Source: an optimization exercise on an open RTL-to-GDS flow (aim: small area and a short achievable clock period). Production flows keep margins and buffers that such runs may drop.
RTL that was checked went through simulation tests only; none was proved equivalent to the original.
No activity file was given, so power comes from the tool's default toggle rates.

the baseline:
==> module process, before the edit <==
module process(opcode,data,clk,rst,fout);
input [9:0]opcode;
input [4:0]data;
input clk,rst;
output [7:0]fout;
reg [3:0] fc;
reg sd, sh;
reg [2:0] d;
reg [7:0] qa;
reg [7:0] A, O, B;
reg [7:0] R1, R2, R3, R4;
reg [7:1] a3;       
reg dq;             
reg [2:0] dm;       
wire [3:0] op = opcode[9:6];
wire [2:0] so = opcode[5:3];
wire [7:0] r1n = (d == 3'd0) ? 8'b0 : (d == 3'd1) ? B : R1;
wire [7:0] an = sd ? {3'b000, data} : sh ? A : qa;
function [3:0] dstep;  
  input [2:0] m; input aj; input [3:0] D;
  reg q, b0, b1; reg [2:0] s;
  begin
    q = (m > D[3:1]) | ((m == D[3:1]) & (aj | ~D[0]));
    b0 = ~aj & D[0];
    b1 = (~m[0] & D[1]) | (~m[0] & b0) | (D[1] & b0);
    s = {m[1] ^ D[2] ^ b1, m[0] ^ D[1] ^ b0, aj ^ D[0]};
    dstep = {q, q ? s : {m[1:0], aj}};
  end
endfunction
wire [3:0] dn = an[3:0];
wire nq4 = (r1n[7:4] >= dn);
wire [2:0] nm4 = nq4 ? r1n[6:4] - dn[2:0] : r1n[6:4];
always @(posedge clk) begin
  case (op)
    4'd0:  fc <= 4'b0010;
    4'd1:  fc <= 4'b0000;
    4'd2:  fc <= 4'b0001;
    4'd3:  fc <= 4'b0100;
    4'd4:  fc <= 4'b0101;
    4'd5:  fc <= 4'b1000;
    4'd6:  fc <= 4'b1001;
    4'd7:  fc <= 4'b1010;
    4'd8:  fc <= 4'b1011;
    4'd9:  fc <= 4'b1100;
    4'd10: fc <= 4'b1101;
    4'd11: fc <= 4'b1111;
    4'd12: fc <= 4'b1110;
    default: ;
  endcase
  sd <= (so == 3'd5);
  sh <= so[2] & so[1];
  d  <= opcode[2:0];
  if (rst | (so == 3'd0)) qa <= 8'b0;
  else case (so[1:0])
    2'd0: qa <= R4;
    2'd1: qa <= R1;
    2'd2: qa <= R2;
    default: qa <= R3;
  endcase
  A <= an;
  B <= O;
  case (d)
    3'd0: begin R1 <= 8'b0; R2 <= 8'b0; R3 <= 8'b0; R4 <= 8'b0; end
    3'd1: R1 <= B;
    3'd2: R2 <= B;
    3'd3: R3 <= B;
    3'd4: R4 <= B;
    default: ;
  endcase
  a3 <= r1n[7:1] + r1n[6:0];
  dq <= nq4;
  dm <= nm4;
end
wire [7:0] a = R1;
wire [7:0] b = A;
wire [3:0] db = b[3:0];
wire [3:0] v3 = {dm, a[3]};
wire [3:0] v2 = {dm[1:0], a[3:2]};
wire [3:0] v1 = {dm[0], a[3:1]};
wire [3:0] v0 = a[3:0];
wire [3:0] dx1 = {db[2:0], 1'b0};    
wire [3:0] dx2 = {db[1:0], 2'b0};
wire [3:0] dx4 = {db[0], 3'b0};
wire [3:0] dx3 = dx2 + dx1;
wire [3:0] dx5 = dx4 + dx1;
wire [3:0] dx6 = dx4 + dx2;
wire [3:0] dx7 = 4'd0 - dx1;
wire q3 = (v3 >= db);
wire c2a = (v2 >= db), c2b = (v2 - dx1 >= db);
wire q2 = q3 ? c2b : c2a;
wire c1a = (v1 >= db), c1b = (v1 - dx1 >= db), c1c = (v1 - dx2 >= db), c1d = (v1 - dx3 >= db);
wire q1 = q2 ? (q3 ? c1d : c1b) : (q3 ? c1c : c1a);
wire [7:0] c0 = {v0 - dx7 >= db, v0 - dx6 >= db, v0 - dx5 >= db, v0 - dx4 >= db,
                 v0 - dx3 >= db, v0 - dx2 >= db, v0 - dx1 >= db, v0 >= db};
wire q0 = c0[{q3, q2, q1}];
wire [4:0] q = {dq, q3, q2, q1, q0};
wire [7:0] m3 = {a3, a[0]};
function [7:0] pp;
  input [1:0] dg; input [7:0] x, x3;
  case (dg)
    2'd0: pp = 8'b0;
    2'd1: pp = x;
    2'd2: pp = {x[6:0], 1'b0};
    default: pp = x3;
  endcase
endfunction
wire [7:0] p0 = pp(b[1:0], a, m3);
wire [7:0] p1 = pp(b[3:2], a, m3);
wire [7:0] p2 = pp(b[5:4], a, m3);
wire [7:0] p3 = pp(b[7:6], a, m3);
wire [7:0] prod = p0 + {p1[5:0], 2'b0} + {p2[3:0], 4'b0} + {p3[1:0], 6'b0};
wire [7:0] bx = b ^ {8{fc[0]}};
wire [7:0] sum = a + bx + {7'b0, fc[0]};
reg [7:0] lg, sh8, y;
always @* begin
  case (fc[1:0])
    2'd0: lg = ~a;
    2'd1: lg = a & b;
    2'd2: lg = a | b;
    default: lg = a ^ b;
  endcase
  case (fc[1:0])
    2'd0: sh8 = {b[6:0], 1'b0};
    2'd1: sh8 = {1'b0, b[7:1]};
    2'd2: sh8 = {b[6:0], b[7]};
    default: sh8 = {b[0], b[7:1]};
  endcase
  case (fc[3:2])
    2'd0: y = fc[1] ? 8'b0 : sum;
    2'd1: y = fc[0] ? {3'b000, q} : prod;
    2'd2: y = lg;
    default: y = sh8;
  endcase
end
always @(posedge clk) O <= y;
assign fout = O;
endmodule
clock: 7.5 ns
lec_check: 0
abc_area: 1
cap_margin: 20
core_margin: 2
core_utilization: 65
cts_buf_list: sky130_fd_sc_hd__clkbuf_4 sky130_fd_sc_hd__clkbuf_8
setup_slack_margin: 4.8
slew_margin: 20
standard.sh (not shown) runs the stock make flow with config.mk's settings and CLKGATE_MAP_FILE= SYNTH_SCRIPT=/design/flow/synth_recipe.tcl, a recipe that flattens the netlist after the stock synthesis.
==> flow/flow/run.sh <==
#!/bin/bash
# Standard layout with three changes to how it is made:
# - adders are not mapped to the slow fa/ha cells, so abc can restructure
#   the arithmetic for speed;
# - the port buffers are plain buf_2 cells instead of the delay cells that
#   buffer_ports picks on its own;
# - timing repair does not clone gates.
set -euo pipefail
bash standard.sh ADDER_MAP_FILE= "BUFFER_PORTS_ARGS=-buffer_cell sky130_fd_sc_hd__buf_2" SKIP_GATE_CLONING=1 finish > standard.log 2>&1
Modified inputs, the candidate compared to the baseline
==> flow/design.v <==
module process(opcode,data,clk,rst,fout);
input [9:0]opcode;
input [4:0]data;
input clk,rst;
output [7:0]fout;
reg [3:0] fc;
reg sd, sh;
reg [2:0] d;
reg [7:0] qa;
reg [7:0] A, O, B;
reg [7:0] R1, R2, R3, R4;
reg dq;             
reg [2:0] dm;       
wire [3:0] op = opcode[9:6];
wire [2:0] so = opcode[5:3];
wire [7:0] r1n = (d == 3'd0) ? 8'b0 : (d == 3'd1) ? B : R1;
wire [7:0] an = sd ? {3'b000, data} : sh ? A : qa;
wire [3:0] dn = an[3:0];
wire nq4 = (r1n[7:4] >= dn);
wire [2:0] nm4 = nq4 ? r1n[6:4] - dn[2:0] : r1n[6:4];
always @(posedge clk) begin
  case (op)
    4'd0:  fc <= 4'b0010;
    4'd1:  fc <= 4'b0000;
    4'd2:  fc <= 4'b0001;
    4'd3:  fc <= 4'b0100;
    4'd4:  fc <= 4'b0101;
    4'd5:  fc <= 4'b1000;
    4'd6:  fc <= 4'b1001;
    4'd7:  fc <= 4'b1010;
    4'd8:  fc <= 4'b1011;
    4'd9:  fc <= 4'b1100;
    4'd10: fc <= 4'b1101;
    4'd11: fc <= 4'b1111;
    4'd12: fc <= 4'b1110;
    default: ;
  endcase
  sd <= (so == 3'd5);
  sh <= so[2] & so[1];
  d  <= opcode[2:0];
  if (rst) qa <= 8'b0;
  else case (so)
    3'd1: qa <= R1;
    3'd2: qa <= R2;
    3'd3: qa <= R3;
    3'd4: qa <= R4;
    default: qa <= 8'b0;
  endcase
  A <= an;
  B <= O;
  case (d)
    3'd0: begin R1 <= 8'b0; R2 <= 8'b0; R3 <= 8'b0; R4 <= 8'b0; end
    3'd1: R1 <= B;
    3'd2: R2 <= B;
    3'd3: R3 <= B;
    3'd4: R4 <= B;
    default: ;
  endcase
  dq <= nq4;
  dm <= nm4;
end
wire [7:0] a = R1;
wire [7:0] b = A;
wire [3:0] db = b[3:0];
wire [3:0] v3 = {dm, a[3]};
wire [3:0] v2 = {dm[1:0], a[3:2]};
wire [3:0] v1 = {dm[0], a[3:1]};
wire [3:0] v0 = a[3:0];
wire [3:0] dx1 = {db[2:0], 1'b0};    
wire [3:0] dx2 = {db[1:0], 2'b0};
wire [3:0] dx4 = {db[0], 3'b0};
wire [3:0] dx3 = dx2 + dx1;
wire [3:0] dx5 = dx4 + dx1;
wire [3:0] dx6 = dx4 + dx2;
wire [3:0] dx7 = 4'd0 - dx1;
wire q3 = (v3 >= db);
wire c2a = (v2 >= db), c2b = (v2 - dx1 >= db);
wire q2 = q3 ? c2b : c2a;
wire c1a = (v1 >= db), c1b = (v1 - dx1 >= db), c1c = (v1 - dx2 >= db), c1d = (v1 - dx3 >= db);
wire q1 = q2 ? (q3 ? c1d : c1b) : (q3 ? c1c : c1a);
wire [7:0] c0 = {v0 - dx7 >= db, v0 - dx6 >= db, v0 - dx5 >= db, v0 - dx4 >= db,
                 v0 - dx3 >= db, v0 - dx2 >= db, v0 - dx1 >= db, v0 >= db};
wire q0 = c0[{q3, q2, q1}];
wire [4:0] q = {dq, q3, q2, q1, q0};
wire [7:0] prod = a * b;
wire [7:0] bx = b ^ {8{fc[0]}};
wire [7:0] sum = a + bx + {7'b0, fc[0]};
reg [7:0] lg, sh8, y;
always @* begin
  case (fc[1:0])
    2'd0: lg = ~a;
    2'd1: lg = a & b;
    2'd2: lg = a | b;
    default: lg = a ^ b;
  endcase
  case (fc[1:0])
    2'd0: sh8 = {b[6:0], 1'b0};
    2'd1: sh8 = {1'b0, b[7:1]};
    2'd2: sh8 = {b[6:0], b[7]};
    default: sh8 = {b[0], b[7:1]};
  endcase
  case (fc[3:2])
    2'd0: y = fc[1] ? 8'b0 : sum;
    2'd1: y = fc[0] ? {3'b000, q} : prod;
    2'd2: y = lg;
    default: y = sh8;
  endcase
end
always @(posedge clk) O <= y;
assign fout = O;
endmodule
==> run summary <==
Relative to the baseline, the sum of met3 wire segment lengths after detailed routing of the candidate is lower by about 14%. Routed length on met2 went down by a few percent going from the baseline to the candidate. NOTE sequential cell count the baseline->the candidate decreased by a little under 10%. Comparing the two runs side by side, the candidate comes out ahead of the baseline on total length of routed wires. Clock-buffer cell count: the baseline and the candidate compared, higher one is the candidate. The candidate went all the way through the flow, and no timing, DRC or antenna check failed. Relative to the baseline, the candidate improves post-route minimum period. On wire length of the first global-routing pass: the candidate sits below the baseline. Register-to-register slack in the candidate vs the baseline: up 0.08 ns. Final non-filler cell area: the candidate vs the baseline, no meaningful difference. Taking the baseline as the reference point, the power density over the cells of the candidate falls by 7.9%. The period utilization reported for the candidate is smaller than that of the baseline by 0.95 points. Sort the baseline and the candidate by final weighted congestion in routability-driven placement, descending, and the candidate comes first. The baseline reports its kind of critical path as reg -> reg while the candidate reports in -> reg. Of the baseline and the candidate, the run reporting the higher relative area of non-clock buffer cells in the final design was the candidate.
Function not checked in the baseline: the RTL went through the layout flow alone.

Another version of the RTL of process (not shown whole).
Size in the first run: ~25 I/O pins, ~0.0051 mm^2 of cells after synthesis.
==> flow/design.v (excerpt) <==
module process(opcode,data,clk,rst,fout);
input [9:0]opcode;
input [4:0]data;
input clk,rst;
output [7:0]fout;
reg [3:0] fc;
reg sd, sh;
reg [2:0] d;
reg [7:0] qa;
reg [7:0] A, O, B;
reg [7:0] R1, R2, R3, R4;
wire [3:0] op = opcode[9:6];
wire [2:0] so = opcode[5:3];
always @(posedge clk) begin
  if (op <= 4'd12) fc <= op;
  sd <= (so == 3'd5);
  sh <= so[2] & so[1];
  d  <= opcode[2:0];
  if (rst) qa <= 8'b0;
  else case (so)
    3'd1: qa <= R1;
    3'd2: qa <= R2;
    3'd3: qa <= R3;
    3'd4: qa <= R4;
    default: qa <= 8'b0;
  endcase
  if (sd) A <= {3'b000, data};
  else if (!sh) A <= qa;
  B <= O;
  case (d)
    3'd0: begin R1 <= 8'b0; R2 <= 8'b0; R3 <= 8'b0; R4 <= 8'b0; end
    3'd1: R1 <= B;
    3'd2: R2 <= B;
    3'd3: R3 <= B;
    3'd4: R4 <= B;
    default: ;
  endcase
end
wire [7:0] a = R1;
wire [7:0] b = A;
wire [3:0] D = b[3:0];
wire [4:0] q;
wire [3:0] m4, m3, m2, m1;
wire [4:0] t4 = {1'b0, a[7:4]} - {1'b0, D};
assign q[4] = ~t4[4];
assign m4 = q[4] ? t4[3:0] : a[7:4];
wire [3:0] p3 = {m4[2:0], a[3]};
wire [4:0] t3 = {1'b0, p3} - {1'b0, D};
assign q[3] = ~t3[4];
assign m3 = q[3] ? t3[3:0] : p3;
wire [3:0] p2 = {m3[2:0], a[2]};
wire [4:0] t2 = {1'b0, p2} - {1'b0, D};
assign q[2] = ~t2[4];
assign m2 = q[2] ? t2[3:0] : p2;
wire [3:0] p1 = {m2[2:0], a[1]};
wire [4:0] t1 = {1'b0, p1} - {1'b0, D};
assign q[1] = ~t1[4];
assign m1 = q[1] ? t1[3:0] : p1;
wire [3:0] p0 = {m1[2:0], a[0]};
assign q[0] = (p0 >= D);
reg [7:0] y;
always @* begin
  ...
==> module process, before the edit <==
module process(opcode,data,clk,rst,fout);
input [9:0]opcode;
input [4:0]data;
input clk,rst;
output [7:0]fout;
reg [3:0] fc;
reg sd, sh;
reg [2:0] d;
reg [7:0] qa;
reg [7:0] A, O, B;
reg [7:0] R1, R2, R3, R4;
wire [3:0] op = opcode[9:6];
wire [2:0] so = opcode[5:3];
always @(posedge clk) begin
  if (op <= 4'd12) fc <= op;
  sd <= (so == 3'd5);
  sh <= so[2] & so[1];
  d  <= opcode[2:0];
  if (rst) qa <= 8'b0;
  else case (so)
    3'd1: qa <= R1;
    3'd2: qa <= R2;
    3'd3: qa <= R3;
    3'd4: qa <= R4;
    default: qa <= 8'b0;
  endcase
  if (sd) A <= {3'b000, data};
  else if (!sh) A <= qa;
  B <= O;
  case (d)
    3'd0: begin R1 <= 8'b0; R2 <= 8'b0; R3 <= 8'b0; R4 <= 8'b0; end
    3'd1: R1 <= B;
    3'd2: R2 <= B;
    3'd3: R3 <= B;
    3'd4: R4 <= B;
    default: ;
  endcase
end
wire [7:0] a = R1;
wire [7:0] b = A;
wire [3:0] D = b[3:0];
wire [4:0] q;
wire [3:0] m4, m3, m2, m1;
wire [4:0] t4 = {1'b0, a[7:4]} - {1'b0, D};
assign q[4] = ~t4[4];
assign m4 = q[4] ? t4[3:0] : a[7:4];
wire [3:0] p3 = {m4[2:0], a[3]};
wire [4:0] t3 = {1'b0, p3} - {1'b0, D};
assign q[3] = ~t3[4];
assign m3 = q[3] ? t3[3:0] : p3;
wire [3:0] p2 = {m3[2:0], a[2]};
wire [4:0] t2 = {1'b0, p2} - {1'b0, D};
assign q[2] = ~t2[4];
assign m2 = q[2] ? t2[3:0] : p2;
wire [3:0] p1 = {m2[2:0], a[1]};
wire [4:0] t1 = {1'b0, p1} - {1'b0, D};
assign q[1] = ~t1[4];
assign m1 = q[1] ? t1[3:0] : p1;
wire [3:0] p0 = {m1[2:0], a[0]};
assign q[0] = (p0 >= D);
reg [7:0] y;
always @* begin
  case (fc)
    4'd1: y = a + b;
    4'd2: y = a - b;
    4'd3: y = a * b;
    4'd4: y = {3'b000, q};
    4'd5: y = ~a;
    4'd6: y = a & b;
    4'd7: y = a | b;
    4'd8: y = a ^ b;
    4'd9: y = {b[6:0], 1'b0};
    4'd10: y = {1'b0, b[7:1]};
    4'd11: y = {b[0], b[7:1]};
    4'd12: y = {b[6:0], b[7]};
    default: y = 8'b0;
  endcase
end
always @(posedge clk) O <= y;
assign fout = O;
endmodule
clock: 7.5 ns
lec_check: 0
cap_margin: 20
core_margin: 2
core_utilization: 40
setup_slack_margin: 3
slew_margin: 20
run.sh (not shown) runs the stock make flow with config.mk's settings and CLKGATE_MAP_FILE= SYNTH_SCRIPT=/design/flow/synth_recipe.tcl, a recipe that flattens the netlist after the stock synthesis.
Stock flow here: none of the scripts above is used.
Edit:
--- a/flow/design.v
+++ b/flow/design.v
@@ -39,24 +39,22 @@
 wire [7:0] a = R1;
 wire [7:0] b = A;
+function [3:0] dstep;  
+  input [2:0] m; input aj; input [3:0] D;
+  reg q, b0, b1; reg [2:0] s;
+  begin
+    q = (m > D[3:1]) | ((m == D[3:1]) & (aj | ~D[0]));
+    b0 = ~aj & D[0];
+    b1 = (~m[0] & D[1]) | (~m[0] & b0) | (D[1] & b0);
+    s = {m[1] ^ D[2] ^ b1, m[0] ^ D[1] ^ b0, aj ^ D[0]};
+    dstep = {q, q ? s : {m[1:0], aj}};
+  end
+endfunction
 wire [3:0] D = b[3:0];
-wire [4:0] q;
-wire [3:0] m4, m3, m2, m1;
-wire [4:0] t4 = {1'b0, a[7:4]} - {1'b0, D};
-assign q[4] = ~t4[4];
-assign m4 = q[4] ? t4[3:0] : a[7:4];
-wire [3:0] p3 = {m4[2:0], a[3]};
-wire [4:0] t3 = {1'b0, p3} - {1'b0, D};
-assign q[3] = ~t3[4];
-assign m3 = q[3] ? t3[3:0] : p3;
-wire [3:0] p2 = {m3[2:0], a[2]};
-wire [4:0] t2 = {1'b0, p2} - {1'b0, D};
-assign q[2] = ~t2[4];
-assign m2 = q[2] ? t2[3:0] : p2;
-wire [3:0] p1 = {m2[2:0], a[1]};
-wire [4:0] t1 = {1'b0, p1} - {1'b0, D};
-assign q[1] = ~t1[4];
-assign m1 = q[1] ? t1[3:0] : p1;
-wire [3:0] p0 = {m1[2:0], a[0]};
-assign q[0] = (p0 >= D);
+wire [3:0] s4 = dstep(a[7:5], a[4], D);
+wire [3:0] s3 = dstep(s4[2:0], a[3], D);
+wire [3:0] s2 = dstep(s3[2:0], a[2], D);
+wire [3:0] s1 = dstep(s2[2:0], a[1], D);
+wire [3:0] s0 = dstep(s1[2:0], a[0], D);
+wire [4:0] q = {s4[3], s3[3], s2[3], s1[3], s0[3]};
 reg [7:0] y;
 always @* begin
After rerunning:
- non-clock buffer count rises by 11
- total power rises by about a fifth
- fmax falls by a few percent
- final area rises by a little under a tenth
- setup slack degrades by 0.22 ns
- sequential power stays flat
- clock-buffer cell count rises by 3
- final cell count rises by roughly a tenth
- first-iteration DRC count rises by well over a third
- utilization rises by 1.2 points
- sequential share of layout area falls by 2.0 points
- die area rises by a few percent
- routed wire length rises by about a fifth
- sequential cell count stays the same
For the second run of this note, only the layout was checked, not whether the RTL still works.

==> afterwards: timing with drivers on the ports <==
How much do the figures lean on ideal ports? The routed layouts below were timed once more, with nothing changed but the port constraints. Step 1 sets driving cells, clkbuf_16 on the clock port and buf_2 on the other inputs (assumed; they add their load-dependent delay and slew). Step 2, shift: input delay + t, output delay - t, t = (earliest + latest rising clock arrival at the registers) / 2. This alone moves slack from input paths to output paths. Slacks: ideal ports / drivers / drivers and shift; pairs: ideal ports / drivers.
run	shift t [ns]	slack for setup (ns)	worst setup path after step 2	latest minus earliest clock arrival (ns)	cell pins on the clock port's net
the baseline	0.392	4.895 / 4.895 / 4.525	input to register	0.017 / 0.017	1
the candidate	0.380	4.966 / 4.972 / 4.592	input to register	0.012 / 0.012	1
the first run of note 2	0.359	1.747 / 1.747 / 1.747	register to register	0.009 / 0.008	1
the second run of note 2	0.359	1.529 / 1.529 / 1.529	register to register	0.007 / 0.007	1
After both steps setup and hold are still met in every run listed. The setup slack of the candidate, which loses most, moves by +0.006 ns with the drivers and by -0.374 ns with both steps.
